Context: an optimization exercise on an open-source flow, tuned for small area. The choices shown serve that exercise and are no tape-out recipe.
Function was checked by simulation only, so behaviour that the tests miss may differ from the original.
Power and IR drop assume default switching activity.

Setup of Q:
==> module bist_sender, before the edit <==
module bist_sender (
    input  logic [33:0] w,       
    input  logic [2:0]  sel,     
    input  logic        idle,    
    input  logic [69:0] input_channels,
    output logic [69:0] output_channels,
    input  logic [69:0] check_channels,
    output logic [69:0] mismatch
);
logic [69:0] pattern;
logic [69:0] pattern_sel;
assign pattern     = {w[5:0], w[32:1], w[33:2]};
assign pattern_sel = {{6{sel[2]}}, {32{sel[1]}}, {32{sel[0]}}};
for (genvar i = 0; i < 70; i++) begin : lane
    bist_lane u (
        .pattern(pattern[i]),
        .sel(pattern_sel[i]),
        .idle(idle),
        .data_in(input_channels[i]),
        .data_out(output_channels[i]),
        .check_in(check_channels[i]),
        .mismatch(mismatch[i])
    );
end
endmodule
==> module bist_lane, before the edit <==
module bist_lane (
    input  logic pattern,
    input  logic sel,
    input  logic idle,
    input  logic data_in,
    output logic data_out,
    input  logic check_in,
    output logic mismatch
);
assign data_out = (pattern & sel) | (data_in & idle);
assign mismatch = check_in ^ data_out;
endmodule
==> module bist_receiver, before the edit <==
module bist_receiver (
    input  logic        clk,
    input  logic        reset,
    input  logic        busy,
    input  logic [69:0] mismatch,
    output logic        failed
);
always_ff @(posedge clk or posedge reset) begin
    if (reset)
        failed <= 1'b0;
    else if (busy)
        failed <= failed | (|mismatch);
end
endmodule
==> module bist_link, before the edit <==
module bist_link (
    input  logic        clk,
    input  logic        reset,
    input  logic [69:0] sender_in,
    output logic        sender_busy,
    output logic [69:0] sender_out,
    input  logic [69:0] receiver_in,
    output logic        receiver_busy,
    output logic        receiver_failed
);
logic [31:0] r;
logic [1:0]  next;
logic        done;
logic        busy;
logic [2:0]  sel;
logic [69:0] mismatch;
lfsr32 stream (
    .clk(clk),
    .reset(reset),
    .r(r),
    .next(next)
);
localparam logic [31:0] M_LAST = 32'h0020cd01, V_LAST = 32'h0000c401;  
localparam logic [31:0] M_S0   = 32'h04404089, V_S0   = 32'h04404009;  
localparam logic [31:0] M_S1   = 32'h22020c08, V_S1   = 32'h22020808;  
localparam logic [31:0] M_S2   = 32'h15010204, V_S2   = 32'h15010004;  
logic at_last, at0, at1, at2;
assign at_last = (r & M_LAST) == V_LAST;
assign at0     = (r & M_S0) == V_S0;
assign at1     = (r & M_S1) == V_S1;
assign at2     = (r & M_S2) == V_S2;
always_ff @(posedge clk or posedge reset) begin
    if (reset)
        done <= 1'b0;
    else if (at_last)
        done <= 1'b1;
end
assign busy = !done;
assign sel[0] = busy & !at0;
assign sel[1] = busy & !(at0 | at1);
assign sel[2] = busy & !(at0 | at1 | at2);
bist_sender sender (
    .w({next, r}),
    .sel(sel),
    .idle(done),
    .input_channels(sender_in),
    .output_channels(sender_out),
    .check_channels(receiver_in),
    .mismatch(mismatch)
);
bist_receiver receiver (
    .clk(clk),
    .reset(reset),
    .busy(busy),
    .mismatch(mismatch),
    .failed(receiver_failed)
);
assign sender_busy = busy;
assign receiver_busy = busy;
endmodule
export LEC_CHECK = 0
export CAP_MARGIN = 20
export CORE_MARGIN = 2
export CORE_UTILIZATION = 60
export CTS_BUF_LIST = sky130_fd_sc_hd__clkbuf_4
export CTS_CLUSTER_DIAMETER = 200
export CTS_CLUSTER_SIZE = 40
export PLACE_DENSITY = 0.75
export SLEW_MARGIN = 20
export SYNTH_HIERARCHICAL = 1
export SYNTH_MINIMUM_KEEP_SIZE = 0
create_clock -name core_clock -period 5.0 [get_ports {clk}]
standard.sh (not shown) runs the stock make flow with config.mk's settings and CLKGATE_MAP_FILE= SYNTH_SCRIPT=/design/flow/synth_recipe.tcl, a recipe that flattens the netlist after the stock synthesis.
==> flow/flow/run.sh <==
#!/bin/bash
# The standard layout (standard.sh: the standard flow's synthesis, floorplan, power grid,
# placement, CTS and routing), with the port buffers inserted at placement
# made from the smallest buffer cell.
set -euo pipefail
export BUFFER_PORTS_ARGS="-buffer_cell sky130_fd_sc_hd__buf_1"
bash standard.sh finish > standard_flow.log 2>&1
Inputs modified between Q and P:
-- flow/design.v --
<<< Q, line 21
    input  logic        idle,    
    input  logic [69:0] input_channels,
    output logic [69:0] output_channels,
    input  logic [69:0] check_channels,
    output logic [69:0] mismatch
);
logic [69:0] pattern;
logic [69:0] pattern_sel;
assign pattern     = {w[5:0], w[32:1], w[33:2]};
assign pattern_sel = {{6{sel[2]}}, {32{sel[1]}}, {32{sel[0]}}};
for (genvar i = 0; i < 70; i++) begin : lane
    bist_lane u (
        .pattern(pattern[i]),
        .sel(pattern_sel[i]),
        .idle(idle),
        .data_in(input_channels[i]),
        .data_out(output_channels[i]),
        .check_in(check_channels[i]),
        .mismatch(mismatch[i])
    );
end
endmodule
module bist_lane (
    input  logic pattern,
    input  logic sel,
    input  logic idle,
    input  logic data_in,
    output logic data_out,
    input  logic check_in,
    output logic mismatch
);
assign data_out = (pattern & sel) | (data_in & idle);
assign mismatch = check_in ^ data_out;
endmodule
module bist_receiver (
>>> P, line 21
    input  logic        idle,    
    input  logic [69:0] input_channels,
    output logic [69:0] output_channels
);
logic [69:0] pattern_sel;
assign pattern_sel = {{6{sel[2]}}, {32{sel[1]}}, {32{sel[0]}}};
assign output_channels = ({w[5:0], w[32:1], w[33:2]} & pattern_sel)
                       | (input_channels & {70{idle}});
endmodule
module bist_receiver (
<<< Q, line 57
    input  logic        reset,
    input  logic        busy,
    input  logic [69:0] mismatch,
    output logic        failed
);
>>> P, line 32
    input  logic        reset,
    input  logic        busy,
    input  logic [69:0] expected,
    input  logic [69:0] input_channels,
    output logic        failed
);
<<< Q, line 64
        failed <= 1'b0;
    else if (busy)
        failed <= failed | (|mismatch);
end
endmodule
>>> P, line 40
        failed <= 1'b0;
    else if (busy)
        failed <= failed | (input_channels != expected);
end
endmodule
<<< Q, line 82
logic        busy;
logic [2:0]  sel;
logic [69:0] mismatch;
lfsr32 stream (
    .clk(clk),
>>> P, line 58
logic        busy;
logic [2:0]  sel;
lfsr32 stream (
    .clk(clk),
<<< Q, line 113
    .idle(done),
    .input_channels(sender_in),
    .output_channels(sender_out),
    .check_channels(receiver_in),
    .mismatch(mismatch)
);
bist_receiver receiver (
>>> P, line 88
    .idle(done),
    .input_channels(sender_in),
    .output_channels(sender_out)
);
bist_receiver receiver (
<<< Q, line 121
    .reset(reset),
    .busy(busy),
    .mismatch(mismatch),
    .failed(receiver_failed)
);
>>> P, line 94
    .reset(reset),
    .busy(busy),
    .expected(sender_out),
    .input_channels(receiver_in),
    .failed(receiver_failed)
);
### Flow results
Q ended with every stage complete and zero timing, DRC or antenna violations.
P did not stop at any stage, and its layout met the timing, DRC and antenna checks.
Against Q, die area in P came out worse.
[P] wire length rose 7.1% relative to Q
Between Q and P, the worst path required time is lower for Q.
Total power | P above Q
Between Q and P, the power density relative to cell area is higher for P.

[what the ideal ports hide]
The flow's constraints put no driver on any port. The routed layouts listed below were extracted and timed again, unchanged, in two steps.
Step 1, drivers: a clkbuf_16 drives clk and a buf_2 each remaining input, both assumed.
Step 2 moves the port delays by t, midway between the first and last clock arrival at a register: inputs arrive t later, outputs are due t later. That takes back most of the time a late clock gives input paths.
Slacks: ideal / step 1 / step 2; pairs: ideal / step 1.
run	shift t [ns]	setup slack, ns	hold WS [ns]	worst slew at a driven data input, ns	cell pins on the clock port's net
Q	0.350	1.634 / 1.608 / 1.634	0.378 / 0.378 / 0.378	0.06	1
P	0.356	1.543 / 1.543 / 1.543	0.383 / 0.383 / 0.383	0.05	1
After both steps every run listed still meets setup and hold.
